Context: an optimization exercise on an open-source flow, tuned for small area and a short achievable clock period. The choices shown serve that exercise and are no tape-out recipe.
Function was checked by simulation only, so behaviour that the tests miss may differ from the original.
The clock port is modelled as an ideal driver, which makes a skipped or thinned clock tree look cheaper than it is; a real chip needs a root buffer or a tree.
Power and IR drop assume default switching activity.

### flow/config.mk
export PLATFORM = sky130hd
export DESIGN_NAME = module_64_8
export DESIGN_NICKNAME = module_64_8
export VERILOG_FILES = /design/flow/design.v
export SDC_FILE = /design/flow/constraint.sdc
export NUM_CORES = 4
export LEC_CHECK = 0
export CAP_MARGIN = 20
export CORE_MARGIN = 2
export CORE_UTILIZATION = 70
export SETUP_SLACK_MARGIN = 3.3
export SLEW_MARGIN = 20
### flow/constraint.sdc
create_clock -name core_clock -period 5.0 [get_ports {clk}]
set_input_delay 1.0000 -clock core_clock [delete_from_list [all_inputs] [get_ports {clk}]]
set_output_delay 1.0000 -clock core_clock [all_outputs]
set_load 0.01 [all_outputs]
### flow/design.v
module FSM_out
(
    input             clk,
    input             reset_n,
    input             req,
    input             fifo_empty,
    input      [63:0] fifo_data,    
    output reg        remove,       
    output reg        load,         
    output reg        strobe_out,
    output reg        data_end,
    output reg  [7:0] data_out
);
reg [3:0] state;
reg       shift;
reg [55:0] buf_q;
wire idle = (state == 4'd0);
wire start = idle && req && !fifo_empty;
always @(posedge clk)
begin
    if (!reset_n)
    begin
        state  <= 4'd0;
        remove <= 1'b0;
        load   <= 1'b0;
        shift  <= 1'b0;
    end
    else
    begin
        if (idle)
            state <= start ? 4'd1 : 4'd0;
        else if (state == 4'd10)
            state <= 4'd0;
        else
            state <= state + 4'd1;
        remove <= start;
        load   <= (state == 4'd1);
        shift  <= (state >= 4'd2) && (state <= 4'd8);
    end
end
always @(posedge clk)
    buf_q <= fifo_data[63:8] | ({56{shift}} & {8'd0, buf_q[55:8]});
always @(posedge clk)
begin
    if (!reset_n)
    begin
        strobe_out <= 1'b0;
        data_end   <= 1'b0;
        data_out   <= 8'd0;
    end
    else
    begin
        if (load)
        begin
            strobe_out <= 1'b1;
            data_out   <= fifo_data[7:0];
        end
        else if (shift)
            data_out <= buf_q[7:0];
        if (state == 4'd9)
            data_end <= 1'b1;
        else if (state == 4'd10)
        begin
            strobe_out <= 1'b0;
            data_end   <= 1'b0;
        end
    end
end
endmodule
module module_64_8
#(parameter width = 64, parameter depth = 8)
(
    input   clk,
    input   reset_n,
    input   strobe_in,
    input   [width-1:0] input_data,
    input   req_data,
    output  ready,
    output  data_end,
    output  strobe_out,
    output  [7:0] data_out,
    output  [$clog2(depth)-1:0] write_counter
);
localparam aw = $clog2(depth);
reg [width-1:0] mem [depth-1:0];
reg [depth-1:0] rd_ptr;
reg [depth-1:0] rd_sel;
reg [depth-1:0] wr_en;
reg [aw:0] count;
reg        empty;
wire full = count[aw];
wire write = strobe_in && !full;
wire remove;
wire load;
wire [depth-1:0] wr_ptr   = full ? rd_ptr : wr_en;
wire [depth-1:0] wr_ptr_w = {wr_ptr[depth-2:0], wr_ptr[depth-1]};
wire [aw:0] count_w  = remove ? count : count + 1'b1;
wire [aw:0] count_nw = remove ? count - 1'b1 : count;
wire        full_w   = (count_w == depth);
wire        full_nw  = (count_nw == depth);
wire        empty_nw = (count_nw == 0);
assign write_counter = count[aw-1:0];
assign ready = empty;
always @(posedge clk)
begin
    if (!reset_n)
    begin
        count <= 0;
        empty <= 1'b1;
        wr_en <= 1;
    end
    else if (write)
    begin
        count <= count_w;
        empty <= 1'b0;
        wr_en <= full_w ? {depth{1'b0}} : wr_ptr_w;
    end
    else
    begin
        count <= count_nw;
        empty <= empty_nw;
        wr_en <= full_nw ? {depth{1'b0}} : wr_ptr;
    end
end
always @(posedge clk)
begin
    if (!reset_n)
    begin
        rd_ptr <= 1;
        rd_sel <= 0;
    end
    else
    begin
        if (load)
            rd_ptr <= {rd_ptr[depth-2:0], rd_ptr[depth-1]};
        rd_sel <= remove ? rd_ptr : {depth{1'b0}};
    end
end
integer i;
always @(posedge clk)
begin
    for (i = 0; i < depth; i = i + 1)
        if (wr_en[i])
            mem[i] <= input_data;
end
reg [width-1:0] rd_data;
always @*
begin
    rd_data = 0;
    for (i = 0; i < depth; i = i + 1)
        rd_data = rd_data | ({width{rd_sel[i]}} & mem[i]);
end
FSM_out FSM_out_1
(
    .clk        (clk),
    .reset_n    (reset_n),
    .req        (req_data),
    .fifo_empty (empty),
    .fifo_data  (rd_data),
    .remove     (remove),
    .load       (load),
    .strobe_out (strobe_out),
    .data_end   (data_end),
    .data_out   (data_out)
);
endmodule
### flow/flow/run.sh
#!/bin/bash
# The standard ORFS layout, with the port buffers made of buf_1 cells (instead of the
# delay cells buffer_ports picks by default), timing repair free to change a cell's
# footprint, a clock tree of about 30 flip-flops per leaf buffer, and the clock
# tree's root buffer taken out after CTS (flow/bypass_root.tcl).
set -euo pipefail
W=$(pwd)
bash standard.sh MATCH_CELL_FOOTPRINT=0 \
  "BUFFER_PORTS_ARGS=-buffer_cell sky130_fd_sc_hd__buf_1" \
  "CTS_ARGS=-sink_clustering_enable -repair_clock_nets -buf_list {sky130_fd_sc_hd__clkbuf_16} -sink_clustering_size 30 -sink_clustering_max_diameter 80 -dont_use_dummy_load" \
  "POST_CTS_TCL=$W/flow/bypass_root.tcl" \
  finish > standard_flow.log 2>&1
### flow/flow/bypass_root.tcl
# After clock tree synthesis: take out the tree's root buffer, so that the clock port
# drives the root's few loads (the first level of clock buffers) directly.
set block [ord::get_db_block]
set clk_net [[$block findBTerm clk] getNet]
set roots {}
foreach it [$clk_net getITerms] {
  lappend roots [$it getInst]
}
if {[llength $roots] != 1} {
  puts "bypass_root: clock port drives [llength $roots] cells, leaving the tree as it is"
  return
}
set root [lindex $roots 0]
set out_net {}
foreach it [$root getITerms] {
  if {[$it isOutputSignal]} { set out_net [$it getNet] }
}
set loads {}
foreach it [$out_net getITerms] {
  if {[$it getInst] ne $root} { lappend loads $it }
}
if {[llength $loads] > 4 || [llength [$out_net getBTerms]] > 0} {
  puts "bypass_root: root drives [llength $loads] pins, leaving the tree as it is"
  return
}
puts "bypass_root: removing [$root getName] ([[$root getMaster] getName]), clock port now drives [llength $loads] pins"
foreach it $loads { $it disconnect }
foreach it [$root getITerms] { $it disconnect }
odb::dbInst_destroy $root
odb::dbNet_destroy $out_net
foreach it $loads { $it connect $clk_net }
### flow/standard.sh
#!/bin/bash
# synth_recipe.tcl (not shown) runs the flow's synth.tcl, then flattens the netlist and writes it again
# the make line also repeats each setting of config.mk as NAME=value (left out here)
make -C /OpenROAD-flow-scripts/flow DESIGN_CONFIG=/design/flow/config.mk WORK_HOME=/design/flow/orfs CLKGATE_MAP_FILE= SYNTH_SCRIPT=/design/flow/synth_recipe.tcl "${@:-finish}"
==> impl_metrics.csv, run 1 <==
group,metric,value,unit
global_routing,grt_pass1_wl,67.6,mm
synth,ys_seq_area_frac,0.822,
run,cap_violations,0,
critical_path,worstPathMaxFanout,2,
sta,slew_viol_final,0,
pwr,p_sw,1.61,mW
critical_path,slowest_stage,"dfxtp_4",
floorplan,die-area,31700,µm²
critical_path,endpoint_kind,"primary output",
floorplan,die_w,178,µm
drt,avgRoutedWirePerCell,29.0,µm
synth,synth_area_leaders,"edfxtp_1, dfxtp_1, a22oi_1, a222oi_1, a221oi_1",
layout,nFillCells,1617,
pwr,switching_share,0.196,
drt,drtAntennaViolNets,0,
critical_path,critPathLaunchType,"flip-flop",
pwr,power,8.22,mW
critical_path,reg2reg_from,"count[1]",
pwr,seq_power_share,0.700,
floorplan,die_h,178,µm
global_routing,antenna_found_initial,1,
critical_path,setup.worst_path.start,"FSM_out_1.data_out[1]",
drt,wl,45.9,mm
pwr,p_per_area,359,nW/µm²
synth,synth_top_area_frac,0.726,
layout,nNetsFinal,1268,
layout,diodes,0,
synth,postSynthAreaPerCell,18.7,µm²
synth,synth_most_common_cell,"edfxtp_1",
critical_path,path_depth,1,
synth,synth_ff_type,"edfxtp_1",
pwr,combPwrFrac,0.035,
floorplan,core-area,29700,µm²
global_routing,grt_pass1_vias,11100,
pwr,p_leak,7.24,nW
synth,async_reset_ff_frac,0,
synth,syn-num-nets,1205,
sta,post-route-min-period,1.93,ns
global_routing,grt_usage,0.292,
pwr,worst_ir_drop_vdd,0.000307,V
sta,clock_skew,0.0300,ns
synth,synth.largest_area_cell,"edfxtp_1",
drt,firstDrtPassIters,5,
critical_path,r2r_cells,7,
sta,final.setup.tns,0,ns
sta,rsz0062_at_grt,"yes",
clock_tree,clk_latency,0.43,ns
place,io_buffers,81,
synth,synth_area,21200,µm²
layout,multiInputGateArea,3490,µm²
floorplan,initial_core_util,0.713,
layout,fin_util,0.770,
status,outcome,"timing/DRC/antenna clean",
synth,synth_cell_type_count,46,
sta,final-hold-violation-count,0,
critical_path,crit_type,"reg2out",
synth,syn_inst,1131,
min_path,min_path_type,"reg2reg",
pwr,p_int,6.61,mW
critical_path,crit_required,4.00,ns
layout,seq_area,17500,µm²
floorplan,fp-row-count,63,
layout,syn_to_final_growth,7.96,%
sta,tightest_slew,0.728,ns
place,hpwl,23.3,mm
drt,drtIter0Drc,1806,
synth,synth_edf_count,512,
clock_tree,cts.sinks,614,
global_routing,grt_max_degree,58,
critical_path,crit_path_max_incr_delay,0.38,ns
sta,holdWs,0.445,ns
sta,finalCritPeriodShare,0.385,
critical_path,crit_chain,"buf_6",
clock_tree,clkTransAtPathRegs,0.10,ns
floorplan,num_io_pins,82,
synth,ys_seq_elements,614,
critical_path,path_delay_family,"flip-flops",
critical_path,rrSetupSlack,3.32,ns
sta,max_freq,519,MHz
pwr,clockPowerShare,0.265,
critical_path,critPathBufInv,1,
drt,drc,0,
synth,yosys_warnings,3,
synth,ys_top_cells_by_count,"edfxtp_1, dfxtp_1, a22oi_1",
critical_path,critPathArrivalTime,0.93,ns
sta,finalSetupViolCount,0,
global_routing,overflow,0,
critical_path,endpoint,"data_out[1]",
sta,slew_headroom,0.514,
critical_path,r2r-end,"wr_en[1]",
drt,avgViaCountPerCell,7.08,
place,place.gp.congestion,0.787,
layout,drive_gt1_frac,0.105,
drt,vias,11200,
worst min path at each step:
| stage | from | end | slack, ns | cells past startpoint |
|---|---|---|---|---|
| 6_report | empty | FSM_out_1.remove | 0.44 | 1 |
| 5_1_grt | empty | FSM_out_1.remove | 0.46 | 1 |
| 3_5_place_dp | empty | FSM_out_1.remove | 0.44 | 1 |
| 3_3_place_gp | empty | FSM_out_1.remove | 0.43 | 1 |
| 2_1_floorplan | FSM_out_1.buf_q[8] | FSM_out_1.buf_q[0] | 0.44 | 2 |
cells in the final DEF, fill, tap and decap left out, drive strengths merged, types with 24 or more instances in the layout:
cell / count
edfxtp: 512
clkbuf: 24
a22oi: 88
buf: 112
a22o: 56
dfxtp: 102
a222oi: 57
nand3: 50
a221oi: 57
metal layers:
layer | GRT usage | vias to the layer above | wire (µm)
li1 | - | 4849 | -
met3 | 0.0413 | 46 | 4570
met1 | 0.441 | 5701 | 18400
met4 | 0.0632 | 2 | 756
met5 | 0 | - | 10
met2 | 0.467 | 609 | 22200
sequential cells by signal, indices dropped and copies added, names as in the netlist:
name and flops:
FSM_out_1.data_out 8, FSM_out_1.remove 1, wr_en 8, rd_ptr 8, FSM_out_1.data_end 1, FSM_out_1.buf_q 56
FSM_out_1.load 1, count 4, mem 512, FSM_out_1.state 4, rd_sel 8, FSM_out_1.shift 1
empty 1, FSM_out_1.strobe_out 1
power by group through the flow:
stage	Combinational, mW	Clock (mW)	Sequential [mW]
global route	0.310	2.36	5.77
global placement	0.227	0	5.87
floorplan	0.100	0	5.87
finish	0.284	2.18	5.76
detailed placement	0.234	0	5.88
logic make-up after synthesis:
| family | share of synthesized area |
|---|---|
| DFF | 0.822 |
| buffers and inverters | 0.0155 |
| xor gates and xnor gates | 0.00289 |
| adders and majority gates | 0.00354 |
| AOI/OAI and AO/OA | 0.118 |
| muxes | 0.00850 |
| and+or+nand+nor | 0.0292 |
layout make-up:
type	count	share of cell area
multi-input combinational	437	0.153
clock buffer	23	0.0252
sequential	614	0.765
inverter	5	0.000820
timing repair buffer	113	0.0348
tap	390	0.0213
per-stage QoR:
| stage | instance area [µm²] | cells | setup slack (ns) |
|---|---|---|---|
| finish | 22900 | 1582 | 3.07 |
| floorplan | 21200 | 1131 | 3.30 |
| global placement | 21900 | 1545 | 2.92 |
| global route | 22900 | 1582 | 3.05 |
| detailed placement | 21900 | 1545 | 2.88 |
==> inputs of run 2 (changes only) <==
==> flow/flow/run.sh (replaced) <==
#!/bin/bash
# The standard ORFS layout, with the port buffers made of buf_1 cells (instead of the
# delay cells buffer_ports picks by default), timing repair free to change a cell's
# footprint, a clock tree of about 20 flip-flops per leaf buffer, and the top of the
# clock tree reshaped after CTS (flow/clock_top.tcl).
set -euo pipefail
W=$(pwd)
bash standard.sh MATCH_CELL_FOOTPRINT=0 \
  "BUFFER_PORTS_ARGS=-buffer_cell sky130_fd_sc_hd__buf_1" \
  "CTS_ARGS=-sink_clustering_enable -repair_clock_nets -buf_list {sky130_fd_sc_hd__clkbuf_16} -sink_clustering_size 20 -sink_clustering_max_diameter 60 -dont_use_dummy_load" \
  "POST_CTS_TCL=$W/flow/clock_top.tcl" \
  finish > standard_flow.log 2>&1
==> flow/flow/clock_top.tcl (new file) <==
set block [ord::get_db_block]
set clk_net [[$block findBTerm clk] getNet]

proc loads_of {net drv} {
  set loads {}
  foreach it [$net getITerms] {
    if {[$it getInst] ne $drv} { lappend loads $it }
  }
  return $loads
}
proc out_net_of {inst} {
  foreach it [$inst getITerms] {
    if {[$it isOutputSignal]} { return [$it getNet] }
  }
  return {}
}

set roots {}
foreach it [$clk_net getITerms] { lappend roots [$it getInst] }
if {[llength $roots] != 1} {
  puts "clock_top: clock port drives [llength $roots] cells, leaving the tree as it is"
  return
}
set root [lindex $roots 0]
set root_net [out_net_of $root]
set level1 [loads_of $root_net $root]
if {[llength $level1] > 4 || [llength [$root_net getBTerms]] > 0} {
  puts "clock_top: root drives [llength $level1] pins, leaving the tree as it is"
  return
}
puts "clock_top: removing root [$root getName], clock port now drives [llength $level1] pins"
foreach it $level1 { $it disconnect }
foreach it [$root getITerms] { $it disconnect }
odb::dbInst_destroy $root
odb::dbNet_destroy $root_net
foreach it $level1 { $it connect $clk_net }

# split first-level buffers while the clock port has room
set n_clk [llength $level1]
set k 0
foreach it $level1 {
  if {$n_clk >= 4} { break }
  set buf [$it getInst]
  set net [out_net_of $buf]
  set loads [loads_of $net $buf]
  if {[llength $loads] < 4} { continue }
  # positions of the loads
  set pts {}
  set xs {}
  set ys {}
  foreach l $loads {
    set b [[$l getInst] getBBox]
    set x [expr {([$b xMin] + [$b xMax]) / 2}]
    set y [expr {([$b yMin] + [$b yMax]) / 2}]
    lappend pts [list $l $x $y]
    lappend xs $x
    lappend ys $y
  }
  set dx [expr {[tcl::mathfunc::max {*}$xs] - [tcl::mathfunc::min {*}$xs]}]
  set dy [expr {[tcl::mathfunc::max {*}$ys] - [tcl::mathfunc::min {*}$ys]}]
  set idx [expr {$dx >= $dy ? 1 : 2}]
  set pts [lsort -integer -index $idx $pts]
  set half [expr {[llength $pts] / 2}]
  set keep [lrange $pts 0 [expr {$half - 1}]]
  set move [lrange $pts $half end]
  set master [$buf getMaster]
  set nb [odb::dbInst_create $block $master "clkbuf_split_${k}_clk"]
  set nn [odb::dbNet_create $block "clknet_split_${k}_clk"]
  $nn setSigType CLOCK
  foreach p $move {
    set l [lindex $p 0]
    $l disconnect
    $l connect $nn
  }
  # place each buffer at the centre of its loads
  foreach {b group} [list $buf $keep $nb $move] {
    set sx 0
    set sy 0
    foreach p $group {
      incr sx [lindex $p 1]
      incr sy [lindex $p 2]
    }
    set n [llength $group]
    $b setLocation [expr {$sx / $n}] [expr {$sy / $n}]
    $b setPlacementStatus PLACED
  }
  [$nb findITerm A] connect $clk_net
  [$nb findITerm X] connect $nn
  puts "clock_top: split [$buf getName]: [llength $keep] loads kept, [llength $move] moved to [$nb getName]"
  incr n_clk
  incr k
}
global_connect
detailed_placement
check_placement -verbose
--- a/flow/config.mk
+++ b/flow/config.mk
@@ -9,3 +9,3 @@
 export CORE_MARGIN = 2
-export CORE_UTILIZATION = 70
+export CORE_UTILIZATION = 60
 export SETUP_SLACK_MARGIN = 3.3
removed: flow/flow/bypass_root.tcl
==> run 2 against run 1 <==
  * Still clean
  * Sequential cell count unchanged
  * Global-route usage down 3.0 points
  * First-iteration DRC count down 32%
  * Combinational power down 6%
  * Total power up 6.8%
  * Sequential share of layout area down 1.2 points
  * Utilization down 9.8 points
  * Critical path depth unchanged
  * Critical path type unchanged
  * Largest power group unchanged
  * Highest routed layer unchanged
==> impl_metrics.csv, run 2 <==
group,metric,value,unit
status,outcome,"timing/DRC/antenna clean",
place,hpwl,23.8,mm
synth,yosys_warnings,3,
critical_path,critPathBufInv,1,
synth,synth_xor_xnor_area_share,0.00289,
critical_path,crit_required,4.00,ns
drt,vias,11200,
drt,drtAntennaViolNets,0,
layout,seq_area,17500,µm²
drt,drc,0,
sta,finalCritPeriodShare,0.372,
drt,wl,48.0,mm
drt,avgRoutedWirePerCell,28.9,µm
drt,drtIter0Drc,1224,
synth,synth_fa_ha_area_frac,0.00354,
sta,slew_headroom,0.519,
global_routing,grt_max_degree,65,
pwr,p_int,7.09,mW
clock_tree,cts.sinks,614,
run,cap_violations,0,
synth,synth_compound_area_frac,0.118,
layout,largest_reg_flops,512,
synth,synth_ff_type,"edfxtp_1",
pwr,p_sw,1.69,mW
synth,synth_area,21200,µm²
floorplan,initial_core_util,0.612,
pwr,worst_ir_drop_vdd,0.000268,V
synth,ys_top_cells_by_count,"edfxtp_1, dfxtp_1, a22oi_1",
pwr,switching_share,0.193,
layout,multiInputGateArea,3490,µm²
sta,final-hold-violation-count,0,
layout,regMostFlops,"mem",
sta,tightest_slew,0.722,ns
critical_path,crit_chain,"buf_6",
sta,post-route-min-period,1.86,ns
global_routing,overflow,0,
synth,synth_top_family_by_area,"compound AO/OA/AOI/OAI gates",
synth,muxShareOfSynthArea,0.00850,
sta,rsz0062_at_grt,"yes",
layout,nFillCells,2309,
place,post_dp_cell_area,21900,µm²
global_routing,grt_pass1_vias,10900,
drt,firstDrtPassIters,5,
synth,syn-num-nets,1205,
synth,synth_most_common_cell,"edfxtp_1",
floorplan,die-area,36800,µm²
synth,synth_edf_count,512,
sta,finalSetupViolCount,0,
critical_path,worstPathMaxFanout,2,
min_path,min_path_type,"reg2reg",
synth,postSynthAreaPerCell,18.7,µm²
synth,synth_top_area_frac,0.726,
global_routing,grt_pass1_wl,70.4,mm
place,io_buffers,81,
critical_path,slowest_stage,"dfxtp_4",
floorplan,num_io_pins,82,
synth,syn_inst,1131,
synth,synth.largest_area_cell,"edfxtp_1",
global_routing,antenna_found_initial,5,
layout,drive_gt1_frac,0.109,
sta,final.setup.tns,0,ns
floorplan,die_h,192,µm
pwr,seq_power_share,0.657,
critical_path,path_delay_family,"flip-flops",
pwr,combPwrFrac,0.030,
critical_path,critPathArrivalTime,0.86,ns
layout,nNetsFinal,1277,
place,place.gp.congestion,0.744,
drt,avgViaCountPerCell,6.76,
layout,layout_common_cells,"edfxtp_1, a22oi_1, dfxtp_1",
clock_tree,clk_latency,0.37,ns
sta,holdWs,0.382,ns
critical_path,crit_path_max_incr_delay,0.37,ns
sta,max_freq,538,MHz
floorplan,die_w,192,µm
critical_path,critPathLaunchType,"flip-flop",
synth,yosys.area_share.simple,0.0292,
floorplan,fp-row-count,68,
clock_tree,clkTransAtPathRegs,0.08,ns
critical_path,endpoint_kind,"primary output",
pwr,clockPowerShare,0.313,
critical_path,crit_type,"reg2out",
layout,reg.largest.list,"mem x512, FSM_out_1.buf_q x56",
layout,final_area,23200,µm²
sta,slew_viol_final,0,
pwr,power,8.78,mW
pwr,p_leak,7.37,nW
layout,syn_to_final_growth,9.71,%
synth,synth_area_leaders,"edfxtp_1, dfxtp_1, a22oi_1, a222oi_1, a221oi_1",
synth,async_reset_ff_frac,0,
layout,fin_util,0.671,
global_routing,grt_usage,0.263,
sta,clock_skew,0.0345,ns
synth,ys_seq_elements,614,
synth,ys_seq_area_frac,0.822,
pwr,p_per_area,378,nW/µm²
floorplan,core-area,34600,µm²
synth,synth_cell_type_count,46,
layout,final_common_cell,"edfxtp_1",
run 2: cell counts after synthesis:
No cell type changed its count.
run 2: path summary, 6_finish.rpt:
kind	from	to	slack [ns]	depth (start not counted)
setup / recovery	FSM_out_1.data_out[1]	data_out[1]	3.14	1
hold / removal	empty	FSM_out_1.remove	0.38	1
setup reg to reg	count[0]	wr_en[1]	3.35	6
hold reg to reg	empty	FSM_out_1.remove	0.38	1
run 2: routing by layer:
metal | wire, µm | track usage
met5 | 33 | 0
met4 | 612 | 0.0396
met3 | 3890 | 0.0351
met2 | 22700 | 0.418
met1 | 20700 | 0.402
run 2: cell type report, without the clock buffers:
type | instances | area share
antenna | 2 | 0.000215
timing repair buffer | 108 | 0.0315
sequential | 614 | 0.753
inverter | 5 | 0.000807
tap | 455 | 0.0245
multi-input combinational | 437 | 0.150
run 2: power by group through the flow:
stage / Clock [mW] / Combinational (mW) / Sequential, mW
floorplan: 0 / 0.100 / 5.87
finish: 2.75 / 0.267 / 5.76
global placement: 0 / 0.223 / 5.88
detailed placement: 0 / 0.227 / 5.89
global route: 2.96 / 0.293 / 5.78
run 2: per-stage QoR:
stage / worst slack, ns / std cells
floorplan: 3.30 / 1131
global placement: 2.92 / 1611
detailed placement: 2.90 / 1611
global route: 3.13 / 1657
finish: 3.14 / 1658
run 2: kinds of logic after synthesis:
logic type / after synthesis
buffers and inverters: 80
AND/OR/NAND/NOR: 113
flip-flops: 614
AO/OA/AOI/OAI: 294
adder cells (fa/ha/maj): 6
XOR/XNOR: 7
multiplexers: 17
==> inputs of run 3 (changes only) <==
==> flow/flow/run.sh (replaced) <==
#!/bin/bash
# The standard ORFS layout, with the port buffers made of buf_1 cells (instead of the
# delay cells buffer_ports picks by default), timing repair free to change a cell's
# footprint, a clock tree of about 30 flip-flops per leaf buffer, and the top of the
# clock tree reshaped after CTS (flow/clock_top.tcl).
set -euo pipefail
W=$(pwd)
bash standard.sh MATCH_CELL_FOOTPRINT=0 \
  "BUFFER_PORTS_ARGS=-buffer_cell sky130_fd_sc_hd__buf_1" \
  "CTS_ARGS=-sink_clustering_enable -repair_clock_nets -buf_list {sky130_fd_sc_hd__clkbuf_16} -sink_clustering_size 30 -sink_clustering_max_diameter 80 -dont_use_dummy_load" \
  "POST_CTS_TCL=$W/flow/clock_top.tcl" \
  finish > standard_flow.log 2>&1
--- a/flow/config.mk
+++ b/flow/config.mk
@@ -10,3 +10,3 @@
 export CORE_UTILIZATION = 60
-export SETUP_SLACK_MARGIN = 3.3
+export SETUP_SLACK_MARGIN = 3.1
 export SLEW_MARGIN = 20
==> run 3 against run 2 <==
  * Critical path depth unchanged
  * Critical endpoint is now data_out[7]
  * Synthesized cell count is the same
  * Worst hold slack improved by 0.049 ns
  * Utilization decreased by 1.2 points
  * Sequential share of layout area rose by 1.4 points
  * Area after synthesis unchanged
  * Sequential cell count did not move
  * Highest routed layer is now met4
  * Setup slack better by 0.012 ns
  * Critical path type unchanged
  * Design area decreased by 1.8%
  * Combinational power decreased by 3%
==> impl_metrics.csv, run 3 <==
group,metric,value,unit
floorplan,die-area,36800,µm²
synth,synth_area_leaders,"edfxtp_1, dfxtp_1, a22oi_1, a222oi_1, a221oi_1",
pwr,switching_share,0.195,
floorplan,fp-row-count,68,
synth,ys_seq_elements,614,
drt,vias,11100,
synth,synth_top_family_by_area,"compound AO/OA/AOI/OAI gates",
layout,fin_cells,1644,
layout,final_common_cell,"edfxtp_1",
pwr,power,8.38,mW
place,place.gp.congestion,0.728,
synth,async_reset_ff_frac,0,
synth,synth_top_area_frac,0.726,
sta,final.setup.tns,0,ns
synth,synth_edf_count,512,
place,place_inst,1611,
pwr,p_int,6.74,mW
synth,yosys.area_share.simple,0.0292,
sta,finalSetupViolCount,0,
synth,ys_seq_area_frac,0.822,
pwr,p_per_area,367,nW/µm²
global_routing,grt_usage,0.266,
pwr,p_sw,1.64,mW
place,io_buffers,81,
floorplan,num_io_pins,82,
global_routing,grt_max_degree,65,
synth,synth_xor_xnor_area_share,0.00289,
critical_path,crit_chain,"buf_6",
synth,muxShareOfSynthArea,0.00850,
drt,drc,0,
critical_path,crit_type,"reg2out",
critical_path,crit_path_max_incr_delay,0.39,ns
layout,reg.largest.list,"mem x512, FSM_out_1.buf_q x56",
drt,avgViaCountPerCell,6.73,
sta,clock_skew,0.0462,ns
run,cap_violations,0,
critical_path,critPathLaunchType,"flip-flop",
critical_path,critPathArrivalTime,0.85,ns
critical_path,critPathBufInv,1,
synth,syn_inst,1131,
drt,wl,47.8,mm
layout,layout_common_cells,"edfxtp_1, a22oi_1, dfxtp_1",
synth,syn-num-nets,1205,
drt,avgRoutedWirePerCell,29.1,µm
critical_path,path_delay_family,"flip-flops",
global_routing,overflow,0,
pwr,combPwrFrac,0.031,
global_routing,antenna_found_initial,1,
drt,drtAntennaViolNets,0,
synth,ys_top_cells_by_count,"edfxtp_1, dfxtp_1, a22oi_1",
sta,post-route-min-period,1.85,ns
min_path,min_path_type,"reg2reg",
sta,slew_viol_final,0,
synth,synth_compound_area_frac,0.118,
drt,drtIter0Drc,1202,
pwr,seq_power_share,0.688,
clock_tree,clk_latency,0.37,ns
synth,synth_most_common_cell,"edfxtp_1",
critical_path,worstPathMaxFanout,2,
layout,drive_gt1_frac,0.0927,
clock_tree,clkTransAtPathRegs,0.11,ns
synth,synth_area,21200,µm²
drt,firstDrtPassIters,5,
sta,holdWs,0.431,ns
place,hpwl,23.6,mm
pwr,clockPowerShare,0.281,
layout,largest_reg_flops,512,
pwr,worst_ir_drop_vdd,0.000275,V
sta,max_freq,542,MHz
critical_path,endpoint_kind,"primary output",
synth,synth_cell_type_count,46,
layout,nNetsFinal,1263,
critical_path,crit_required,4.00,ns
sta,final-hold-violation-count,0,
floorplan,die_h,192,µm
synth,postSynthAreaPerCell,18.7,µm²
global_routing,grt_pass1_vias,10900,
pwr,p_leak,7.19,nW
floorplan,core-area,34600,µm²
synth,synth_fa_ha_area_frac,0.00354,
place,post_dp_cell_area,21900,µm²
status,outcome,"timing/DRC/antenna clean",
sta,tightest_slew,1.04,ns
synth,yosys_warnings,3,
synth,synth_ff_type,"edfxtp_1",
clock_tree,cts.sinks,614,
layout,regMostFlops,"mem",
floorplan,die_w,192,µm
layout,final_area,22800,µm²
global_routing,grt_pass1_wl,70.7,mm
sta,finalCritPeriodShare,0.369,
critical_path,slowest_stage,"dfxtp_2",
synth,synth.largest_area_cell,"edfxtp_1",
sta,slew_headroom,0.304,
sta,rsz0062_at_grt,"no",
floorplan,initial_core_util,0.612,
layout,syn_to_final_growth,7.72,%
run 3: cell count changes in the layout (fill, tap and decap cells not counted), moves of 2 or more:
cell	previous run	this run
buf_12	5	1
buf_6	25	20
buf_4	9	15
xnor2_1	4	6
clkbuf_16	37	27
xnor2_2	2	0
dfxtp_4	19	16
dfxtp_2	14	16
buf_8	2	0
run 3: cells by family (layout without fill, tap and decap cells):
family,count (synthesis),after routing
buffers and inverters,80,136
other,0,2
AO/OA/AOI/OAI,294,294
multiplexers,17,17
AND/OR/NAND/NOR,113,113
XOR/XNOR,7,7
adder cells (fa/ha/maj),6,6
flip-flops,614,614
run 3: area by class of cell, without the clock buffers:
cell class,count,area (µm²)
Tap cell,455,569
Antenna cell,2,5.00
Multi-Input combinational cell,437,3440
Inverter,5,18.8
Sequential cell,614,17500
Buffer,2,50.0
Fill cell,2377,11800
Timing Repair Buffer,104,614
run 3: path summary, 6_finish.rpt:
path	start	endpoint	slack [ns]	cells after the start
max	FSM_out_1.data_out[7]	data_out[7]	3.15	1
min	mem[1][19]	FSM_out_1.buf_q[11]	0.43	2
max reg2reg	wr_en[4]	mem[4][3]	3.18	1
min reg2reg	mem[1][19]	FSM_out_1.buf_q[11]	0.43	2
run 3: power groups by stage:
| stage | Clock (mW) | Sequential (mW) | Combinational, mW |
|---|---|---|---|
| detailed placement | 0 | 5.88 | 0.234 |
| global route | 2.57 | 5.77 | 0.283 |
| finish | 2.36 | 5.76 | 0.258 |
| global placement | 0 | 5.88 | 0.227 |
| floorplan | 0 | 5.87 | 0.0983 |
run 3: metrics by stage:
stage | util | setup WS (ns)
global placement | 0.633 | 2.88
detailed placement | 0.633 | 2.88
floorplan | - | 3.28
global route | 0.659 | 3.10
finish | 0.659 | 3.15
run 3: metal layers:
metal	share of wire	GRT usage	routed length, µm	vias up
li1	-	-	-	4832
met1	0.43	0.394	20400	5785
met2	0.48	0.433	23200	408
met3	0.076	0.0380	3640	46
met4	0.014	0.0435	655	0
met5	0	0	0	-
==> inputs of run 4 (changes only) <==
--- a/flow/config.mk
+++ b/flow/config.mk
@@ -10,3 +10,3 @@
 export CORE_UTILIZATION = 60
-export SETUP_SLACK_MARGIN = 3.1
+export SETUP_SLACK_MARGIN = 3.2
 export SLEW_MARGIN = 20
==> run 4 against run 3 <==
  * Via count is 0.29% higher
  * Synthesized cell count stayed put
  * Area after synthesis stayed put
  * First-iteration DRC count is 2.7% lower
  * Highest routed layer unchanged
  * Still clean
  * Utilization is 0.23 points higher
  * Setup slack better by 0.0076 ns
  * Wire length is 0.85% higher
  * Design area is 0.36% higher
  * Cell count is 0.18% higher
  * Die area stayed put
  * Critical path type unchanged
  * Worst hold slack worse by 0.00065 ns
==> impl_metrics.csv, run 4 <==
group,metric,value,unit
layout,fin_util,0.661,
sta,tightest_slew,0.977,ns
sta,post-route-min-period,1.84,ns
pwr,p_sw,1.64,mW
critical_path,crit_path_max_incr_delay,0.38,ns
drt,drtIter0Drc,1170,
pwr,p_leak,7.22,nW
layout,final_common_cell,"edfxtp_1",
layout,final_area,22900,µm²
drt,firstDrtPassIters,5,
pwr,power,8.38,mW
drt,drtAntennaViolNets,0,
place,place_inst,1611,
place,hpwl,23.6,mm
sta,slew_headroom,0.349,
drt,avgRoutedWirePerCell,29.3,µm
pwr,switching_share,0.195,
synth,ys_top_cells_by_count,"edfxtp_1, dfxtp_1, a22oi_1",
layout,reg.largest.list,"mem x512, FSM_out_1.buf_q x56",
pwr,worst_ir_drop_vdd,0.000275,V
synth,synth_cell_type_count,46,
synth,syn-num-nets,1205,
sta,rsz0062_at_grt,"yes",
drt,drc,0,
synth,ys_seq_area_frac,0.822,
sta,fin_ws,3.16,ns
synth,synth.largest_area_cell,"edfxtp_1",
sta,holdWs,0.431,ns
pwr,p_per_area,366,nW/µm²
floorplan,die_w,192,µm
place,post_dp_cell_area,21900,µm²
global_routing,antenna_found_initial,1,
critical_path,worstPathMaxFanout,2,
pwr,p_int,6.74,mW
synth,synth_most_common_cell,"edfxtp_1",
layout,drive_gt1_frac,0.0992,
critical_path,crit_required,4.00,ns
global_routing,grt_usage,0.267,
clock_tree,clkTransAtPathRegs,0.11,ns
layout,regMostFlops,"mem",
layout,layout_common_cells,"edfxtp_1, a22oi_1, dfxtp_1",
critical_path,critPathBufInv,1,
critical_path,slowest_stage,"dfxtp_4",
sta,final-hold-violation-count,0,
critical_path,crit_type,"reg2out",
critical_path,critPathLaunchType,"flip-flop",
floorplan,die_h,192,µm
floorplan,initial_core_util,0.612,
place,pre_cts_ws,2.88,ns
synth,synth_area,21200,µm²
global_routing,overflow,0,
drt,avgViaCountPerCell,6.74,
sta,final.setup.tns,0,ns
sta,max_freq,544,MHz
critical_path,endpoint_kind,"primary output",
synth,ys_seq_elements,614,
synth,synth_area_leaders,"edfxtp_1, dfxtp_1, a22oi_1, a222oi_1, a221oi_1",
run,cap_violations,0,
status,outcome,"timing/DRC/antenna clean",
pwr,clockPowerShare,0.281,
synth,syn_inst,1131,
synth,yosys_warnings,3,
synth,synth_ff_type,"edfxtp_1",
critical_path,critPathArrivalTime,0.84,ns
global_routing,grt_pass1_wl,70.9,mm
synth,async_reset_ff_frac,0,
sta,finalSetupViolCount,0,
clock_tree,cts.sinks,614,
layout,fin_cells,1647,
sta,clock_skew,0.0499,ns
drt,vias,11100,
sta,finalCritPeriodShare,0.368,
synth,synth_edf_count,512,
floorplan,num_io_pins,82,
synth,postSynthAreaPerCell,18.7,µm²
global_routing,grt_max_degree,65,
critical_path,crit_chain,"buf_6",
drt,wl,48.2,mm
global_routing,grt_pass1_vias,11000,
pwr,seq_power_share,0.687,
layout,syn_to_final_growth,8.11,%
sta,slew_viol_final,0,
floorplan,fp-row-count,68,
critical_path,path_delay_family,"flip-flops",
floorplan,die-area,36800,µm²
place,place.gp.congestion,0.728,
synth,synth_top_area_frac,0.726,
floorplan,core-area,34600,µm²
min_path,min_path_type,"reg2reg",
layout,largest_reg_flops,512,
layout,nNetsFinal,1266,
pwr,combPwrFrac,0.031,
place,io_buffers,81,
clock_tree,clk_latency,0.37,ns
[run 4: cell counts after synthesis]
Identical to the previous run, type by type.
[run 4: logic make-up after synthesis]
logic type | after synthesis | share of synthesized area
XOR/XNOR | 7 | 0.00289
adder cells (fa/ha/maj) | 6 | 0.00354
buffers and inverters | 80 | 0.0155
multiplexers | 17 | 0.00850
AND/OR/NAND/NOR | 113 | 0.0292
AO/OA/AOI/OAI | 294 | 0.118
flip-flops | 614 | 0.822
[run 4: power groups by stage]
| stage | logic, mW | clock network (mW) | registers [mW] |
|---|---|---|---|
| finish | 0.262 | 2.36 | 5.76 |
| global route | 0.287 | 2.57 | 5.77 |
| global placement | 0.227 | 0 | 5.88 |
| floorplan | 0.0983 | 0 | 5.87 |
| detailed placement | 0.234 | 0 | 5.88 |
[run 4: worst register-to-register path, stage by stage (launching register included)]
cell,delay (ns)
dfxtp_2,0.37
buf_6,0.53
mux2_2,0.43
o21ai_0,0.19
a41oi_1,0.07
[run 4: final cells by class, without the clock buffers]
type / count / area (µm²)
Inverter: 5 / 18.8
Tap cell: 455 / 569
Antenna cell: 2 / 5.00
Fill cell: 2371 / 11700
Buffer: 2 / 50.0
Multi-Input combinational cell: 437 / 3450
Sequential cell: 614 / 17500
Timing Repair Buffer: 107 / 679
[run 4: final timing paths]
| path | to | startpoint | slack [ns] | cells after the start |
|---|---|---|---|---|
| worst max register to register | FSM_out_1.data_out[3] | FSM_out_1.shift | 3.27 | 4 |
| worst min register to register | FSM_out_1.buf_q[11] | mem[1][19] | 0.43 | 2 |
| worst min-delay path | FSM_out_1.buf_q[11] | mem[1][19] | 0.43 | 2 |
| worst max-delay path | data_out[7] | FSM_out_1.data_out[7] | 3.16 | 1 |
[run 4: layer usage]
metal  vias to the layer above  track usage  share of wire
li1                       4837            -              -
met1                      5851        0.396           0.44
met2                       364        0.433           0.49
met3                        51       0.0386          0.063
met4                         0       0.0464          0.015
met5                         -            0              0
==> inputs of run 5 (changes only) <==
--- a/flow/config.mk
+++ b/flow/config.mk
@@ -10,3 +10,3 @@
 export CORE_UTILIZATION = 60
-export SETUP_SLACK_MARGIN = 3.2
+export SETUP_SLACK_MARGIN = 3.3
 export SLEW_MARGIN = 20
==> run 5 against run 4 <==
  * Still clean
  * Sequential share of layout area shrank 0.31 points
  * Clock power is essentially flat
  * Synthesized cell count is the same
  * Via count grew 0.14%
  * Critical endpoint is now data_out[1]
  * Largest cell class unchanged
==> impl_metrics.csv, run 5 <==
group,metric,value,unit
synth,async_reset_ff_frac,0,
synth,ys_seq_area_frac,0.822,
floorplan,die_h,192,µm
drt,drtIter0Drc,1332,
clock_tree,clk_latency,0.37,ns
place,hpwl,23.8,mm
pwr,p_per_area,364,nW/µm²
layout,reg.largest.list,"mem x512, FSM_out_1.buf_q x56",
critical_path,slowest_stage,"dfxtp_4",
sta,rsz0062_at_grt,"yes",
drt,avgRoutedWirePerCell,29.1,µm
sta,slew_headroom,0.512,
place,io_buffers,81,
layout,regMostFlops,"mem",
synth,ys_seq_elements,614,
drt,drc,0,
pwr,combPwrFrac,0.032,
synth,synth_edf_count,512,
synth,syn-num-nets,1205,
floorplan,num_io_pins,82,
global_routing,overflow,0,
floorplan,die_w,192,µm
clock_tree,clkTransAtPathRegs,0.11,ns
sta,tightest_slew,0.732,ns
sta,max_freq,543,MHz
sta,finalCritPeriodShare,0.368,
synth,synth.largest_area_cell,"edfxtp_1",
synth,synth_cell_type_count,46,
synth,synth_area_leaders,"edfxtp_1, dfxtp_1, a22oi_1, a222oi_1, a221oi_1",
synth,synth_top_area_frac,0.726,
critical_path,crit_chain,"buf_6",
synth,synth_most_common_cell,"edfxtp_1",
layout,largest_reg_flops,512,
pwr,p_int,6.75,mW
synth,yosys_warnings,3,
global_routing,met3_usage,0.0395,
layout,final_common_cell,"edfxtp_1",
synth,synth_ff_type,"edfxtp_1",
global_routing,grt_usage,0.262,
pwr,seq_power_share,0.687,
critical_path,crit_path_max_incr_delay,0.38,ns
status,outcome,"timing/DRC/antenna clean",
critical_path,endpoint_kind,"primary output",
synth,ys_top_cells_by_count,"edfxtp_1, dfxtp_1, a22oi_1",
critical_path,critPathArrivalTime,0.84,ns
global_routing,top_usage_layer,"met2",
global_routing,antenna_found_initial,6,
critical_path,crit_type,"reg2out",
critical_path,crit_required,4.00,ns
run,cap_violations,0,
sta,finalSetupViolCount,0,
pwr,worst_ir_drop_vdd,0.000279,V
critical_path,critPathBufInv,1,
place,pre_cts_ws,2.90,ns
global_routing,grt_pass1_wl,70.0,mm
sta,final-hold-violation-count,0,
clock_tree,cts.sinks,614,
drt,avgViaCountPerCell,6.74,
pwr,switching_share,0.195,
global_routing,grt_max_degree,65,
sta,clock_skew,0.0701,ns
sta,slew_viol_final,0,
synth,postSynthAreaPerCell,18.7,µm²
pwr,clockPowerShare,0.280,
floorplan,initial_core_util,0.612,
layout,nNetsFinal,1267,
pwr,p_sw,1.63,mW
floorplan,die-area,36800,µm²
critical_path,critPathLaunchType,"flip-flop",
pwr,p_leak,7.25,nW
layout,drive_gt1_frac,0.101,
sta,post-route-min-period,1.84,ns
synth,syn_inst,1131,
global_routing,grt_use_met1,0.401,
sta,holdWs,0.431,ns
min_path,min_path_type,"reg2reg",
pwr,power,8.38,mW
place,place.gp.congestion,0.744,
layout,layout_common_cells,"edfxtp_1, a22oi_1, dfxtp_1",
drt,firstDrtPassIters,5,
floorplan,core-area,34600,µm²
drt,drtAntennaViolNets,0,
sta,final.setup.tns,0,ns
sta,fin_ws,3.16,ns
drt,vias,11100,
layout,syn_to_final_growth,8.57,%
global_routing,grt_pass1_vias,10800,
floorplan,fp-row-count,68,
drt,wl,48.1,mm
critical_path,worstPathMaxFanout,2,
global_routing,grtUsageMet2,0.413,
critical_path,path_delay_family,"flip-flops",
synth,synth_area,21200,µm²
run 5: stage by stage:
stage	utilization	cells	cell area, µm²
6_report	0.664	1649	23000
5_1_grt	0.664	1648	23000
3_3_place_gp	0.634	1611	21900
3_5_place_dp	0.634	1611	21900
2_1_floorplan	-	1131	21200
run 5: logic make-up (layout without fill, tap and decap cells):
group / after synthesis / in the layout / share of synthesized area
AO/OA/AOI/OAI: 294 / 294 / 0.118
XOR/XNOR: 7 / 7 / 0.00289
adder cells (fa/ha/maj): 6 / 6 / 0.00354
buffers and inverters: 80 / 140 / 0.0155
flip-flops: 614 / 614 / 0.822
multiplexers: 17 / 17 / 0.00850
other: 0 / 3 / 0
AND/OR/NAND/NOR: 113 / 113 / 0.0292
run 5: worst paths after layout:
kind / from / endpoint / slack, ns / cells past startpoint
min reg2reg: empty / FSM_out_1.remove / 0.43 / 1
max reg2reg: count[0] / wr_en[5] / 3.35 / 7
min: empty / FSM_out_1.remove / 0.43 / 1
max: FSM_out_1.data_out[1] / data_out[1] / 3.16 / 1
run 5: layer usage:
layer	vias up	part of all wire	wire length [µm]
met5	-	0.00077	37
li1	4847	-	-
met3	48	0.080	3870
met4	6	0.012	591
met1	5773	0.43	20900
met2	445	0.47	22700
run 5: layout make-up, without the clock buffers:
cell class	count	area [µm²]
diodes	3	7.51
plain buffers	2	50.0
fillers	2338	11600
inverters	5	18.8
multi-input cells	437	3480
flip-flops and latches	614	17500
well taps	455	569
repair buffers	108	743
run 5: power by group through the flow:
stage	logic (mW)	clock network (mW)	registers, mW
floorplan	0.100	0	5.87
global placement	0.223	0	5.88
detailed placement	0.227	0	5.89
global route	0.294	2.54	5.78
finish	0.270	2.35	5.76
==> inputs of run 6 (changes only) <==
--- a/flow/design.v
+++ b/flow/design.v
@@ -15,2 +15,3 @@
 reg       shift;
+reg       hold;
 reg [55:0] buf_q;
@@ -26,2 +27,3 @@
         shift  <= 1'b0;
+        hold   <= 1'b1;
     end
@@ -38,2 +40,3 @@
         shift  <= (state >= 4'd2) && (state <= 4'd8);
+        hold   <= !((state >= 4'd1) && (state <= 4'd8));
     end
@@ -42,2 +45,3 @@
     buf_q <= fifo_data[63:8] | ({56{shift}} & {8'd0, buf_q[55:8]});
+wire [7:0] data_next = fifo_data[7:0] | ({8{shift}} & buf_q[7:0]) | ({8{hold}} & data_out);
 always @(posedge clk)
@@ -52,9 +56,5 @@
     begin
+        data_out <= data_next;
         if (load)
-        begin
             strobe_out <= 1'b1;
-            data_out   <= fifo_data[7:0];
-        end
-        else if (shift)
-            data_out <= buf_q[7:0];
         if (state == 4'd9)
--- a/flow/config.mk
+++ b/flow/config.mk
@@ -10,3 +10,4 @@
 export CORE_UTILIZATION = 60
-export SETUP_SLACK_MARGIN = 3.3
+export PLACE_DENSITY = 0.7
+export SETUP_SLACK_MARGIN = 3.2
 export SLEW_MARGIN = 20
==> run 6 against run 5 <==
  * Still clean
  * Sequential power barely moved
  * Worst hold slack improved by 0.037 ns
  * Register-to-register slack got worse by 0.13 ns
  * Synthesized cell count fell by 0.53%
  * Combinational power rose by 22%
  * Setup slack got worse by 0.011 ns
  * Largest cell class unchanged
==> impl_metrics.csv, run 6 <==
group,metric,value,unit
pwr,power,8.36,mW
critical_path,rrSetupSlack,3.22,ns
critical_path,slowest_stage,"dfxtp_4",
pwr,clockPowerShare,0.269,
critical_path,crit_path_max_incr_delay,0.38,ns
sta,max_freq,540,MHz
sta,slew_viol_final,0,
critical_path,path_depth,1,
global_routing,grt_pass1_wl,67.8,mm
drt,vias,11000,
floorplan,fp-row-count,68,
sta,finalSetupViolCount,0,
min_path,min_path_type,"reg2reg",
synth,synth_cell_type_count,40,
place,io_buffers,81,
global_routing,overflow,0,
drt,drtAntennaViolNets,0,
place,place.gp.congestion,0.733,
sta,final-hold-violation-count,0,
pwr,seq_power_share,0.691,
critical_path,crit_type,"reg2out",
synth,ys_top_cells_by_count,"edfxtp_1, dfxtp_1, a22oi_1",
layout,syn_to_final_growth,8.23,%
pwr,p_per_area,367,nW/µm²
synth,postSynthAreaPerCell,18.7,µm²
clock_tree,clkTransAtPathRegs,0.11,ns
synth,synth_area,21100,µm²
layout,nNetsFinal,1266,
critical_path,crit_chain,"buf_6",
critical_path,worstPathMaxFanout,2,
layout,largest_reg_flops,512,
global_routing,grt_pass1_vias,10800,
layout,fin_cells,1646,
sta,slew_headroom,0.268,
sta,clock_skew,0.0353,ns
layout,final_area,22800,µm²
synth,async_reset_ff_frac,0,
floorplan,die_h,191,µm
floorplan,num_io_pins,82,
critical_path,crit_required,4.00,ns
drt,drtIter0Drc,1310,
critical_path,critPathBufInv,1,
global_routing,grt_max_degree,65,
layout,nFillCells,2371,
place,post_dp_cell_area,21900,µm²
drt,wl,46.1,mm
synth,synth_edf_count,512,
synth,yosys_warnings,3,
synth,ys_seq_elements,615,
critical_path,critPathArrivalTime,0.85,ns
synth,synth_ff_type,"edfxtp_1",
pwr,p_sw,1.63,mW
layout,drive_gt1_frac,0.0966,
pwr,p_leak,7.25,nW
synth,synth.largest_area_cell,"edfxtp_1",
critical_path,setup.worst_path.start,"FSM_out_1.data_out[0]",
floorplan,initial_core_util,0.610,
pwr,combPwrFrac,0.039,
floorplan,die-area,36600,µm²
critical_path,r2r-end,"wr_en[2]",
global_routing,grt_usage,0.252,
place,place_inst,1607,
critical_path,path_delay_family,"flip-flops",
drt,firstDrtPassIters,6,
drt,avgRoutedWirePerCell,28.0,µm
pwr,switching_share,0.195,
critical_path,endpoint,"data_out[0]",
layout,reg.largest.list,"mem x512, FSM_out_1.buf_q x56",
critical_path,r2r_cells,6,
pwr,worst_ir_drop_vdd,0.000210,V
synth,ys_seq_area_frac,0.827,
critical_path,endpoint_kind,"primary output",
floorplan,core-area,34500,µm²
run,cap_violations,0,
layout,final_common_cell,"edfxtp_1",
clock_tree,cts.sinks,615,
drt,drc,0,
floorplan,die_w,191,µm
sta,post-route-min-period,1.85,ns
critical_path,reg2reg_from,"count[0]",
sta,rsz0062_at_grt,"yes",
sta,holdWs,0.467,ns
synth,synth_area_leaders,"edfxtp_1, dfxtp_1, a22oi_1, a221oi_1, a22o_1",
sta,finalCritPeriodShare,0.370,
status,outcome,"timing/DRC/antenna clean",
global_routing,antenna_found_initial,2,
synth,syn-num-nets,1199,
layout,multiInputGateArea,3350,µm²
sta,final.setup.tns,0,ns
critical_path,critPathLaunchType,"flip-flop",
synth,synth_top_area_frac,0.730,
pwr,p_int,6.73,mW
place,hpwl,23.1,mm
clock_tree,clk_latency,0.36,ns
sta,tightest_slew,1.10,ns
synth,syn_inst,1125,
layout,seq_area,17500,µm²
synth,synth_most_common_cell,"edfxtp_1",
drt,avgViaCountPerCell,6.71,
layout,regMostFlops,"mem",
layout,layout_common_cells,"edfxtp_1, a22oi_1, dfxtp_1",
-- run 6: power groups by stage --
stage               logic (mW)  clock network, mW  registers [mW]
finish                   0.330               2.25            5.78
global placement         0.244                  0            5.90
detailed placement       0.256                  0            5.91
floorplan                0.112                  0            5.90
global route             0.359               2.43            5.79
-- run 6: kinds of logic (layout without fill, tap and decap cells) --
kind of cell	Yosys count	in the layout	synth area share
adders and majority gates	7	7	0.00404
buffers and inverters	80	145	0.0152
xor gates and xnor gates	6	6	0.00249
and+or+nand+nor	111	111	0.0278
muxes	9	9	0.00427
AOI/OAI and AO/OA	297	297	0.119
other	0	1	0
DFF	615	615	0.827
-- run 6: layout make-up, without the clock buffers --
cell class / count / area share
Antenna cell: 1 / 0.000110
Multi-Input combinational cell: 430 / 0.147
Buffer: 2 / 0.00219
Timing Repair Buffer: 112 / 0.0302
Tap cell: 455 / 0.0250
Inverter: 7 / 0.00132
Timing Repair inverter: 1 / 0.000329
Sequential cell: 615 / 0.769
-- run 6: worst min-delay path by stage --
stage	start	to	slack (ns)	depth (start not counted)
2_1_floorplan	FSM_out_1.buf_q[18]	FSM_out_1.buf_q[10]	0.44	2
3_3_place_gp	empty	FSM_out_1.remove	0.43	1
3_5_place_dp	empty	FSM_out_1.remove	0.44	1
5_1_grt	mem[1][46]	FSM_out_1.buf_q[38]	0.50	2
6_report	mem[1][17]	FSM_out_1.buf_q[9]	0.47	2
-- run 6: metrics by stage --
stage	setup slack [ns]	util
finish	3.15	0.660
floorplan	3.22	-
global placement	2.78	0.633
global route	3.11	0.660
detailed placement	2.79	0.633
-- run 6: routing by layer --
metal | vias up | wire, µm | GRT usage
met3 | 54 | 3790 | 0.0393
met4 | 2 | 705 | 0.0447
met5 | - | 12 | 0
met2 | 482 | 22300 | 0.409
met1 | 5682 | 19300 | 0.372
li1 | 4823 | - | -
==> inputs of run 7 (changes only) <==
--- a/flow/config.mk
+++ b/flow/config.mk
@@ -10,4 +10,4 @@
 export CORE_UTILIZATION = 60
-export PLACE_DENSITY = 0.7
 export SETUP_SLACK_MARGIN = 3.2
 export SLEW_MARGIN = 20
+export TNS_END_PERCENT = 5
==> run 7 against run 6 <==
  * Still clean
  * Utilization shrank 0.072 points
  * Register-to-register slack got worse by 0.03 ns
  * Design area down 0.11%
  * Worst hold slack lost 0.043 ns
  * Clock power rose by 4%
  * Cell count is the same
  * Via count is 0.77% higher
  * Sequential power about the same
  * Largest power group unchanged
==> impl_metrics.csv, run 7 <==
group,metric,value,unit
status,outcome,"timing/DRC/antenna clean",
critical_path,endpoint_kind,"primary output",
global_routing,antenna_found_initial,2,
layout,nFillCells,2414,
critical_path,crit_path_max_incr_delay,0.37,ns
sta,finalCritPeriodShare,0.368,
drt,firstDrtPassIters,5,
synth,yosys_warnings,3,
critical_path,setup.worst_path.start,"FSM_out_1.data_out[0]",
layout,seq_area,17500,µm²
layout,layout_common_cells,"edfxtp_1, a22oi_1, dfxtp_1",
critical_path,rrSetupSlack,3.19,ns
drt,wl,47.9,mm
clock_tree,cts.sinks,615,
synth,async_reset_ff_frac,0,
synth,synth.largest_area_cell,"edfxtp_1",
floorplan,fp-row-count,68,
pwr,p_int,6.79,mW
drt,drc,0,
critical_path,endpoint,"data_out[0]",
sta,post-route-min-period,1.84,ns
critical_path,slowest_stage,"dfxtp_2",
synth,syn_inst,1125,
critical_path,crit_chain,"buf_2",
drt,avgViaCountPerCell,6.76,
drt,vias,11100,
synth,synth_ff_type,"edfxtp_1",
place,hpwl,23.7,mm
run,cap_violations,0,
global_routing,top_usage_layer,"met2",
place,io_buffers,81,
floorplan,die_w,191,µm
critical_path,crit_type,"reg2out",
pwr,worst_ir_drop_vdd,0.000284,V
critical_path,reg2reg_from,"rd_sel[0]",
critical_path,path_delay_family,"flip-flops",
critical_path,path_depth,1,
synth,ys_top_cells_by_count,"edfxtp_1, dfxtp_1, a22oi_1",
floorplan,initial_core_util,0.610,
min_path,min_path_type,"reg2reg",
synth,synth_cell_type_count,40,
synth,ys_seq_elements,615,
floorplan,core-area,34500,µm²
sta,slew_viol_final,0,
sta,final-hold-violation-count,0,
synth,postSynthAreaPerCell,18.7,µm²
layout,multiInputGateArea,3350,µm²
critical_path,critPathLaunchType,"flip-flop",
drt,drtIter0Drc,1275,
sta,final.setup.tns,0,ns
critical_path,r2r_cells,4,
synth,synth_most_common_cell,"edfxtp_1",
place,place.gp.congestion,0.757,
critical_path,worstPathMaxFanout,2,
global_routing,overflow,0,
global_routing,grtUsageMet2,0.420,
layout,nNetsFinal,1266,
synth,synth_area_leaders,"edfxtp_1, dfxtp_1, a22oi_1, a221oi_1, a22o_1",
layout,largest_reg_flops,512,
pwr,p_sw,1.66,mW
sta,tightest_slew,0.854,ns
layout,syn_to_final_growth,8.11,%
pwr,power,8.44,mW
critical_path,critPathArrivalTime,0.84,ns
synth,syn-num-nets,1199,
critical_path,crit_required,4.00,ns
global_routing,grt_pass1_vias,10800,
pwr,p_leak,7.25,nW
pwr,seq_power_share,0.686,
pwr,combPwrFrac,0.036,
synth,synth_area,21100,µm²
critical_path,critPathBufInv,1,
pwr,p_per_area,371,nW/µm²
floorplan,die-area,36600,µm²
global_routing,grt_use_met1,0.397,
layout,drive_gt1_frac,0.0924,
floorplan,die_h,191,µm
sta,finalSetupViolCount,0,
global_routing,met3_usage,0.0369,
sta,rsz0062_at_grt,"yes",
critical_path,r2r-end,"FSM_out_1.data_out[7]",
sta,slew_headroom,0.430,
pwr,switching_share,0.196,
global_routing,grt_usage,0.262,
drt,avgRoutedWirePerCell,29.1,µm
layout,regMostFlops,"mem",
synth,synth_top_area_frac,0.730,
sta,max_freq,544,MHz
sta,clock_skew,0.0289,ns
floorplan,num_io_pins,82,
global_routing,grt_pass1_wl,69.5,mm
synth,synth_edf_count,512,
layout,final_common_cell,"edfxtp_1",
clock_tree,clkTransAtPathRegs,0.09,ns
layout,reg.largest.list,"mem x512, FSM_out_1.buf_q x56",
clock_tree,clk_latency,0.36,ns
synth,ys_seq_area_frac,0.827,
global_routing,grt_max_degree,55,
pwr,clockPowerShare,0.278,
drt,drtAntennaViolNets,0,
[run 7: power by group through the flow]
stage               Sequential, mW  Combinational, mW  Clock, mW
global placement              5.91              0.241          0
global route                  5.81              0.329       2.55
finish                        5.79              0.301       2.35
floorplan                     5.90              0.112          0
detailed placement            5.92              0.245          0
[run 7: final cells by class, without the clock buffers]
| type | count | share of cell area |
|---|---|---|
| Antenna cell | 1 | 0.000110 |
| Buffer | 2 | 0.00220 |
| Inverter | 7 | 0.00132 |
| Multi-Input combinational cell | 430 | 0.147 |
| Sequential cell | 615 | 0.769 |
| Tap cell | 455 | 0.0250 |
| Timing Repair Buffer | 110 | 0.0278 |
| Timing Repair inverter | 1 | 0.000220 |
[run 7: worst register-to-register path, stage by stage (launching register included)]
cell	delay [ns]
dfxtp_2	0.72
buf_6	0.52
a22o_1	0.24
a221oi_1	0.05
a31oi_1	0.19
[run 7: metrics by stage]
stage | hold slack (ns) | cell area (µm²) | instances | utilization | setup WS, ns
after floorplan | 0.437 | 21100 | 1125 | - | 3.22
after detailed placement | 0.447 | 21800 | 1606 | 0.632 | 2.77
after global placement | 0.442 | 21800 | 1606 | 0.632 | 2.79
after global routing | 0.446 | 22800 | 1645 | 0.659 | 3.13
final | 0.425 | 22800 | 1646 | 0.660 | 3.16
[run 7: how the worst min path moves through the flow]
stage	startpoint	endpoint	slack (ns)	depth (start not counted)
2_1_floorplan	FSM_out_1.buf_q[18]	FSM_out_1.buf_q[10]	0.44	2
5_1_grt	empty	FSM_out_1.remove	0.45	1
3_3_place_gp	empty	FSM_out_1.remove	0.44	1
3_5_place_dp	empty	FSM_out_1.remove	0.45	1
6_report	empty	FSM_out_1.remove	0.42	1
[run 7: per-layer routing]
metal  vias up  part of all wire
met5         -                 0
met4         0             0.011
met3        41             0.069
met2       408              0.48
met1      5840              0.44
li1       4839                 -
[run 7: cell families after synthesis]
logic type,after synthesis,synth area share
flip-flops,615,0.827
AO/OA/AOI/OAI,297,0.119
AND/OR/NAND/NOR,111,0.0278
buffers and inverters,80,0.0152
multiplexers,9,0.00427
adder cells (fa/ha/maj),7,0.00404
XOR/XNOR,6,0.00249
==> inputs of run 8 (changes only) <==
--- a/flow/config.mk
+++ b/flow/config.mk
@@ -12,2 +12,2 @@
 export SLEW_MARGIN = 20
-export TNS_END_PERCENT = 5
+export TNS_END_PERCENT = 30
==> run 8 against run 7 <==
  * Largest power group unchanged
  * Synthesized cell count did not move
  * Critical endpoint is now data_out[5]
  * Design area rose by 0.44%
  * Sequential share of layout area fell by 0.31 points
  * Still clean on timing, DRC and antenna
  * Area after synthesis did not move
  * Clock skew barely moved
  * Wire length did not move
  * First-iteration DRC count fell by 1.8%
  * Die area did not move
==> impl_metrics.csv, run 8 <==
group,metric,value,unit
synth,synth_area,21100,µm²
min_path,min_path_type,"reg2reg",
status,outcome,"timing/DRC/antenna clean",
pwr,p_leak,7.28,nW
drt,drtAntennaViolNets,0,
floorplan,die_w,191,µm
synth,async_reset_ff_frac,0,
drt,drc,0,
layout,syn_to_final_growth,8.59,%
sta,clock_skew,0.0291,ns
critical_path,critPathArrivalTime,0.83,ns
clock_tree,clkTransAtPathRegs,0.10,ns
global_routing,grt_pass1_vias,10800,
sta,finalSetupViolCount,0,
layout,layout_common_cells,"edfxtp_1, a22oi_1, dfxtp_1",
critical_path,endpoint_kind,"primary output",
layout,regMostFlops,"mem",
synth,synth_ff_type,"edfxtp_1",
critical_path,worstPathMaxFanout,2,
sta,max_freq,546,MHz
critical_path,crit_type,"reg2out",
pwr,clockPowerShare,0.278,
drt,drtIter0Drc,1252,
critical_path,path_delay_family,"flip-flops",
global_routing,overflow,0,
synth,syn-num-nets,1199,
critical_path,crit_chain,"buf_6",
drt,avgViaCountPerCell,6.70,
critical_path,critPathLaunchType,"flip-flop",
critical_path,crit_required,4.00,ns
pwr,worst_ir_drop_vdd,0.000284,V
run,cap_violations,0,
sta,slew_viol_final,0,
sta,post-route-min-period,1.83,ns
global_routing,grt_max_degree,55,
drt,firstDrtPassIters,6,
sta,tightest_slew,0.850,ns
floorplan,initial_core_util,0.610,
synth,synth_edf_count,512,
pwr,seq_power_share,0.685,
layout,reg.largest.list,"mem x512, FSM_out_1.buf_q x56",
synth,synth_area_leaders,"edfxtp_1, dfxtp_1, a22oi_1, a221oi_1, a22o_1",
floorplan,core-area,34500,µm²
place,place_inst,1606,
synth,synth_cell_type_count,40,
layout,nFillCells,2404,
clock_tree,clk_latency,0.36,ns
synth,yosys_warnings,3,
layout,fin_cells,1648,
synth,ys_seq_area_frac,0.827,
synth,syn_inst,1125,
synth,synth_top_area_frac,0.730,
drt,wl,47.9,mm
layout,multiInputGateArea,3350,µm²
layout,largest_reg_flops,512,
pwr,combPwrFrac,0.036,
drt,avgRoutedWirePerCell,29.0,µm
floorplan,die_h,191,µm
pwr,switching_share,0.196,
global_routing,antenna_found_initial,1,
drt,vias,11000,
critical_path,crit_path_max_incr_delay,0.38,ns
layout,drive_gt1_frac,0.0965,
synth,ys_top_cells_by_count,"edfxtp_1, dfxtp_1, a22oi_1",
place,place.gp.congestion,0.757,
sta,final.setup.tns,0,ns
clock_tree,cts.sinks,615,
sta,slew_headroom,0.433,
layout,nNetsFinal,1268,
synth,ys_seq_elements,615,
synth,synth.largest_area_cell,"edfxtp_1",
global_routing,grt_usage,0.262,
place,io_buffers,81,
sta,final-hold-violation-count,0,
sta,finalCritPeriodShare,0.366,
place,hpwl,23.7,mm
pwr,p_sw,1.66,mW
critical_path,slowest_stage,"dfxtp_2",
floorplan,num_io_pins,82,
floorplan,die-area,36600,µm²
layout,seq_area,17500,µm²
synth,postSynthAreaPerCell,18.7,µm²
pwr,p_int,6.79,mW
pwr,p_per_area,369,nW/µm²
floorplan,fp-row-count,68,
layout,final_common_cell,"edfxtp_1",
critical_path,critPathBufInv,1,
synth,synth_most_common_cell,"edfxtp_1",
global_routing,grt_pass1_wl,69.5,mm
sta,rsz0062_at_grt,"yes",
run 8: cell counts after synthesis:
No cell type changed its count.
run 8: stage by stage:
stage / util / instance area, µm² / hold WS, ns / setup WS [ns] / total power, mW
floorplan: - / 21100 / 0.437 / 3.22 / 6.01
global placement: 0.632 / 21800 / 0.442 / 2.79 / 6.15
detailed placement: 0.632 / 21800 / 0.447 / 2.77 / 6.16
global route: 0.662 / 22900 / 0.460 / 3.14 / 8.70
finish: 0.662 / 22900 / 0.439 / 3.17 / 8.45
run 8: worst paths after layout:
| check | start | to | slack, ns | cells past startpoint |
|---|---|---|---|---|
| max reg2reg | wr_en[3] | mem[3][45] | 3.22 | 1 |
| max | FSM_out_1.data_out[5] | data_out[5] | 3.17 | 1 |
| min reg2reg | empty | FSM_out_1.remove | 0.44 | 1 |
| min | empty | FSM_out_1.remove | 0.44 | 1 |
run 8: logic make-up (layout without fill, tap and decap cells):
| logic type | count (synthesis) | count (layout) | synth area share |
|---|---|---|---|
| simple gates | 111 | 111 | 0.0278 |
| fa+ha+maj | 7 | 7 | 0.00404 |
| other cells | 0 | 1 | 0 |
| compound gates | 297 | 297 | 0.119 |
| flops | 615 | 615 | 0.827 |
| buf+inv | 80 | 147 | 0.0152 |
| mux | 9 | 9 | 0.00427 |
| xor+xnor | 6 | 6 | 0.00249 |
run 8: layout make-up, without the clock buffers:
class / instances / share of cell area
multi-input cells: 430 / 0.147
repair buffers: 112 / 0.0317
diodes: 1 / 0.000109
repair inverters: 1 / 0.000328
well taps: 455 / 0.0249
flip-flops and latches: 615 / 0.766
plain buffers: 2 / 0.00219
inverters: 7 / 0.00131
run 8: metal layers:
| metal | vias up | track usage | share of wire |
|---|---|---|---|
| met5 | - | 0 | 0 |
| met4 | 0 | 0.0367 | 0.011 |
| met3 | 40 | 0.0371 | 0.074 |
| met2 | 434 | 0.420 | 0.48 |
| met1 | 5724 | 0.398 | 0.43 |
| li1 | 4838 | - | - |
run 8: power groups by stage:
stage | sequential (mW) | clock [mW] | combinational [mW]
floorplan | 5.90 | 0 | 0.112
global placement | 5.91 | 0 | 0.241
detailed placement | 5.92 | 0 | 0.245
global route | 5.81 | 2.55 | 0.337
finish | 5.79 | 2.35 | 0.308

[afterwards: timing with drivers on the ports]
Ports are ideal in the flow. The routed layouts listed here were re-timed in OpenROAD. Step 1 (the two cells are an assumption about what drives the block):
set clk [get_ports {clk}]
set_driving_cell -lib_cell sky130_fd_sc_hd__clkbuf_16 $clk
set_driving_cell -lib_cell sky130_fd_sc_hd__buf_2 [delete_from_list [all_inputs] $clk]
Step 2 moves the port delays by t, midway between the first and last clock arrival at a register: inputs arrive t later, outputs are due t later. That takes back most of the time a late clock gives input paths. Three values: no drivers, after step 1, after step 2; two values: the first two.
| run | t (ns) | setup WS [ns] | clock arrival spread, ns | pins driven straight from the clock port |
|---|---|---|---|---|
| run 1 | 0.486 | 3.073 / 3.003 / 2.965 | 0.031 / 0.030 | 2 |
| run 2 | 0.448 | 3.142 / 3.047 / 3.005 | 0.035 / 0.036 | 4 |
| run 3 | 0.459 | 3.154 / 3.042 / 2.891 | 0.050 / 0.050 | 4 |
| run 4 | 0.458 | 3.162 / 3.049 / 3.000 | 0.050 / 0.050 | 4 |
| run 5 | 0.448 | 3.159 / 3.045 / 3.009 | 0.071 / 0.071 | 4 |
| run 6 | 0.456 | 3.148 / 3.036 / 2.861 | 0.036 / 0.035 | 4 |
| run 7 | 0.460 | 3.160 / 3.044 / 2.873 | 0.031 / 0.030 | 4 |
| run 8 | 0.461 | 3.168 / 3.051 / 2.890 | 0.031 / 0.031 | 4 |
After both steps every run listed still meets setup and hold.
